Source: an optimization exercise on an open RTL-to-GDS flow (aim: small area, a short achievable clock period and few clock cycles per item). Production flows keep margins and buffers that such runs may drop.
The RTL was checked by simulation tests, not by an equivalence proof against the original design.

==> flow/design.v (excerpt) <==
module pratica3(clock, reset, instr_valid, instr, instr_ready, idle,
                R1, R2, R3, R4, R5, R6, R7);
Settings: LEC_CHECK=0, CAP_MARGIN=20, CORE_MARGIN=2, CORE_UTILIZATION=40, SLEW_MARGIN=20; clock period 33.0 ns.
run.sh (not shown) runs the stock make flow with config.mk's settings and CLKGATE_MAP_FILE= SYNTH_SCRIPT=/design/flow/synth_recipe.tcl, a recipe that flattens the netlist after the stock synthesis.
Testbench counts at the start, summed over its fixed seeds: cycles 13,239, items 12,000.
==> next run, changes <==
==> flow/flow/run.sh (new file) <==
#!/bin/bash
# The standard layout with two changes:
#  - ABC maps the logic with delay-targeted area recovery (map -D, then
#    buffering and gate sizing to the same target) instead of the default
#    speed script, which sizes every path for minimum delay;
#  - the port buffers are sky130_fd_sc_hd__buf_2 cells rather than the delay
#    buffers buffer_ports picks by default.
# Synthesis is otherwise ORFS's (synth_recipe.tcl, unchanged), so the
# registers and their names are the standard synthesis's.
set -euo pipefail
work=$PWD
rm -rf "$work/scripts"
cp -r "$FLOW_HOME/scripts" "$work/scripts"
cp "$work/flow/abc_area.script" "$work/scripts/abc_area.script"
bash standard.sh SCRIPTS_DIR="$work/scripts" ABC_AREA=1 \
  BUFFER_PORTS_ARGS="-buffer_cell sky130_fd_sc_hd__buf_2" finish > standard.log 2>&1
==> flow/flow/abc_area.script (new file) <==
strash
dch
map -D 5000 -B 0.9
topo
stime -c
buffer -c
upsize -c -D 5000
dnsize -c -D 5000
==> flow/standard.sh (new file) <==
#!/bin/bash
# synth_recipe.tcl (not shown) runs the flow's synth.tcl, then flattens the netlist and writes it again
# the make line also repeats each setting of config.mk as NAME=value (left out here)
make -C /OpenROAD-flow-scripts/flow DESIGN_CONFIG=/design/flow/config.mk WORK_HOME=/design/flow/orfs CLKGATE_MAP_FILE= SYNTH_SCRIPT=/design/flow/synth_recipe.tcl "${@:-finish}"
removed: flow/run.sh
Effect: The changed run completed with no timing, DRC or antenna violations; hold slack is worse by 0.0037 ns; worst setup slack is better by 0.38 ns; core utilization falls by 0.69 points.
==> next run, changes <==
==> flow/flow/abc_area.script (replaced) <==
strash
dch
map -D 4000 -B 0.9
topo
stime -c
buffer -c
upsize -c -D 4000
dnsize -c -D 4000
Design area increases by 2.8%.
Clock-buffer cell count rises by 1.
Via count went up by 5.5%.
Global-route usage goes up by 1.0 points.

---

pratica3 again, from the RTL that the note above started with.
export LEC_CHECK = 0
export CAP_MARGIN = 20
export CORE_MARGIN = 2
export CORE_UTILIZATION = 40
export CTS_BUF_LIST = sky130_fd_sc_hd__clkbuf_8
export CTS_CLUSTER_SIZE = 40
export SLEW_MARGIN = 20
create_clock -name core_clock -period 33.0 [get_ports {clock}]
standard.sh (not shown) runs the stock make flow with config.mk's settings and CLKGATE_MAP_FILE= SYNTH_SCRIPT=/design/flow/synth_recipe.tcl, a recipe that flattens the netlist after the stock synthesis.
==> flow/flow/run.sh <==
#!/bin/bash
# The standard layout, except that the port buffers are sky130_fd_sc_hd__buf_2
# cells rather than the delay buffers buffer_ports picks by default.
set -euo pipefail
bash standard.sh BUFFER_PORTS_ARGS="-buffer_cell sky130_fd_sc_hd__buf_2" finish > standard.log 2>&1
The first run finished with timing, DRC and antenna clean.
Testbench counts at the start, summed over its fixed seeds: cycles 13,239, items 12,000.
Then changed:
- CTS_BUF_LIST: sky130_fd_sc_hd__clkbuf_8 -> default
- CTS_CLUSTER_SIZE: 40 -> default
=> Cell area rises slightly; global-route usage stays flat; worst setup slack is better by 0.076 ns; maximum frequency rises slightly; wire length hardly moves; worst hold slack is worse by 0.0049 ns.
Then changed:
==> flow/flow/run.sh (replaced) <==
#!/bin/bash
# The standard layout with two changes:
#  - ABC maps the logic with delay-targeted area recovery (map -D, then
#    buffering and gate sizing to the same target) instead of the default
#    speed script, which sizes every path for minimum delay;
#  - the port buffers are sky130_fd_sc_hd__buf_2 cells rather than the delay
#    buffers buffer_ports picks by default.
# Synthesis is otherwise ORFS's (synth_recipe.tcl, unchanged), so the
# registers and their names are the standard synthesis's.
set -euo pipefail
work=$PWD
rm -rf "$work/scripts"
cp -r "$FLOW_HOME/scripts" "$work/scripts"
cp "$work/flow/abc_area.script" "$work/scripts/abc_area.script"
bash standard.sh SCRIPTS_DIR="$work/scripts" ABC_AREA=1 \
  BUFFER_PORTS_ARGS="-buffer_cell sky130_fd_sc_hd__buf_2" finish > standard.log 2>&1
==> flow/flow/abc_area.script (new file) <==
strash
dch
map -D 4500 -B 0.9
topo
stime -c
buffer -c
upsize -c -D 4500
dnsize -c -D 4500
Outcome: Global-route usage rose by 1.9 points. Clock skew rose by 0.0067 ns. Synthesized cell count rose by 11%. Setup slack improved by 0.0057 ns. Non-clock buffer count fell by 11. Clock-buffer cell count does not change. Cell area fell by 6.6%. Routed wire length fell by 0.48%.

---

north:
pratica3, a different RTL version from the one above (not shown whole).
For scale: roughly 190 flip-flops, ~0.016 mm2 of cells after synthesis.
Settings: LEC_CHECK=0, CAP_MARGIN=20, CORE_MARGIN=2, CORE_UTILIZATION=65, SLEW_MARGIN=20, TNS_END_PERCENT=0; clock period 33.0 ns.
==> flow/flow/run.sh <==
#!/bin/bash
# The standard layout with three changes:
#  - ABC maps the logic with delay-targeted area recovery (map -D, then
#    buffering and gate sizing to the same target) instead of the default
#    speed script, which sizes every path for minimum delay;
#  - the port buffers are sky130_fd_sc_hd__buf_2 cells rather than the delay
#    buffers buffer_ports picks by default;
#  - the flow's own timing repair (after floorplan, CTS and global routing)
#    aims for 25.3 ns of setup slack on the worst path only
#    (TNS_END_PERCENT 0 in config.mk), so it sizes up the few cells of the
#    area-mapped netlist's longest path instead of leaving them as mapped.
# Synthesis is otherwise ORFS's (synth_recipe.tcl, unchanged), so the
# registers and their names are the standard synthesis's. The clock, the
# input and output delays and every other constraint are the standard flow's.
set -euo pipefail
work=$PWD
rm -rf "$work/scripts"
cp -r "$FLOW_HOME/scripts" "$work/scripts"
cp "$work/flow/abc_area.script" "$work/scripts/abc_area.script"
bash standard.sh SCRIPTS_DIR="$work/scripts" ABC_AREA=1 SETUP_SLACK_MARGIN=25.3 \
  BUFFER_PORTS_ARGS="-buffer_cell sky130_fd_sc_hd__buf_2" finish > standard.log 2>&1
==> flow/flow/abc_area.script <==
strash
dch
map -D 5000 -B 0.9
topo
stime -c
buffer -c
upsize -c -D 5000
dnsize -c -D 5000
Testbench counts of north, summed over its fixed seeds: cycles 12,917, items 12,000.
### north -> south
- TNS_END_PERCENT removed (was 0)
==> flow/flow/run.sh <==
#!/bin/bash
# The standard layout with two changes:
#  - ABC maps the logic with delay-targeted area recovery (map -D, then
#    buffering and gate sizing to the same target) instead of the default
#    speed script, which sizes every path for minimum delay;
#  - the port buffers are sky130_fd_sc_hd__buf_2 cells rather than the delay
#    buffers buffer_ports picks by default.
# Synthesis is otherwise ORFS's (synth_recipe.tcl, unchanged), so the
# registers and their names are the standard synthesis's.
set -euo pipefail
work=$PWD
rm -rf "$work/scripts"
cp -r "$FLOW_HOME/scripts" "$work/scripts"
cp "$work/flow/abc_area.script" "$work/scripts/abc_area.script"
bash standard.sh SCRIPTS_DIR="$work/scripts" ABC_AREA=1 SYNTH_OPERATIONS_ARGS=-nofsm \
  BUFFER_PORTS_ARGS="-buffer_cell sky130_fd_sc_hd__buf_2" finish > standard.log 2>&1
## What came out
Critical path depth was lower in the run labelled north. Reported for south and north, remaining global-route overflow turned out identical to the last digit. Final cell count (south vs. north) decreases by a few percent.
### south -> east
-- flow/flow/run.sh --
<<< south, line 13
cp -r "$FLOW_HOME/scripts" "$work/scripts"
cp "$work/flow/abc_area.script" "$work/scripts/abc_area.script"
bash standard.sh SCRIPTS_DIR="$work/scripts" ABC_AREA=1 SYNTH_OPERATIONS_ARGS=-nofsm \
  BUFFER_PORTS_ARGS="-buffer_cell sky130_fd_sc_hd__buf_2" finish > standard.log 2>&1
>>> east, line 13
cp -r "$FLOW_HOME/scripts" "$work/scripts"
cp "$work/flow/abc_area.script" "$work/scripts/abc_area.script"
bash standard.sh SCRIPTS_DIR="$work/scripts" ABC_AREA=1 \
  BUFFER_PORTS_ARGS="-buffer_cell sky130_fd_sc_hd__buf_2" finish > standard.log 2>&1
Notes after the runs:
From south to east the numbers moved as follows: fmax grew by 4.6%; global-route wire length before repair +4.8%; post-layout instance area increased by 0.69% relative to the old numbers; non-filler instance count after layout increased by about 6% relative to the old numbers; post-synthesis cell count rose 134. Source of the critical timing path = cdb.uf.B[1]$_DFFE_PP_: south; source of the critical timing path = cdb.banco.R4[1]$_DFFE_PP_: east. Die extent in x went up slightly going from south to east. The number of stages on the worst setup path in east was lower than what south gave. Number of signal-net inverters in the final layout ended up 2 higher on east than on south.
#### Input delta (west over east)
- CTS_CLUSTER_DIAMETER now 300, previously not set
- CTS_CLUSTER_SIZE now 100, previously not set
==> run summary <==
The achievable clock frequency on west is in line with that on east.
east -> west: total track usage delta 0, exact match
Diff east..west | worst setup slack | unchanged
Transition at the pin with the smallest max-transition slack: east vs west identical
Reported for east and west, area of all placed cells without fillers turned out identical to the last digit.
Wire length on met3 came out exactly the same in east and west.

## re-timing with driven ports
The results above use ideal ports. As a check the final layouts listed here were re-extracted and re-timed, cells and wires unchanged. Step 1: set_driving_cell puts a clkbuf_16 on clock and a buf_2 on each other input, an assumption about the parent block. Step 2 moves the port delays by t, midway between the first and last clock arrival at a register: inputs arrive t later, outputs are due t later. That takes back most of the time a late clock gives input paths. Slacks: ideal / step 1 / step 2; pairs: ideal / step 1.
| run | t, ns | setup WS [ns] | hold slack, ns | clock arrival spread, ns |
|---|---|---|---|---|
| the first run of note 1 | 0.500 | 24.901 / 24.850 / 25.350 | 0.454 / 0.454 / 0.454 | 0.010 / 0.010 |
| the second run of note 1 | 0.514 | 25.283 / 25.228 / 25.315 | 0.451 / 0.451 / 0.451 | 0.019 / 0.020 |
| the third run of note 1 | 0.540 | 25.257 / 25.200 / 25.737 | 0.456 / 0.456 / 0.456 | 0.018 / 0.019 |
| the first run of note 2 | 0.572 | 25.198 / 25.150 / 25.722 | 0.468 / 0.468 / 0.468 | 0.023 / 0.022 |
| the second run of note 2 | 0.514 | 25.274 / 25.221 / 25.735 | 0.463 / 0.463 / 0.463 | 0.017 / 0.017 |
| the third run of note 2 | 0.520 | 25.280 / 25.227 / 25.401 | 0.444 / 0.444 / 0.444 | 0.023 / 0.023 |
| north | 0.497 | 25.274 / 25.221 / 25.100 | 0.479 / 0.479 / 0.479 | 0.018 / 0.018 |
| south | 0.495 | 24.920 / 24.920 / 24.920 | 0.546 / 0.546 / 0.546 | 0.022 / 0.022 |
| east | 0.497 | 25.277 / 25.226 / 25.105 | 0.479 / 0.479 / 0.479 | 0.019 / 0.019 |
| west | 0.497 | 25.277 / 25.226 / 25.105 | 0.479 / 0.479 / 0.479 | 0.019 / 0.019 |
After both steps every run listed still meets setup and hold. For north, which loses most, drivers alone change the setup slack by -0.053 ns; drivers and shift together by -0.174 ns.
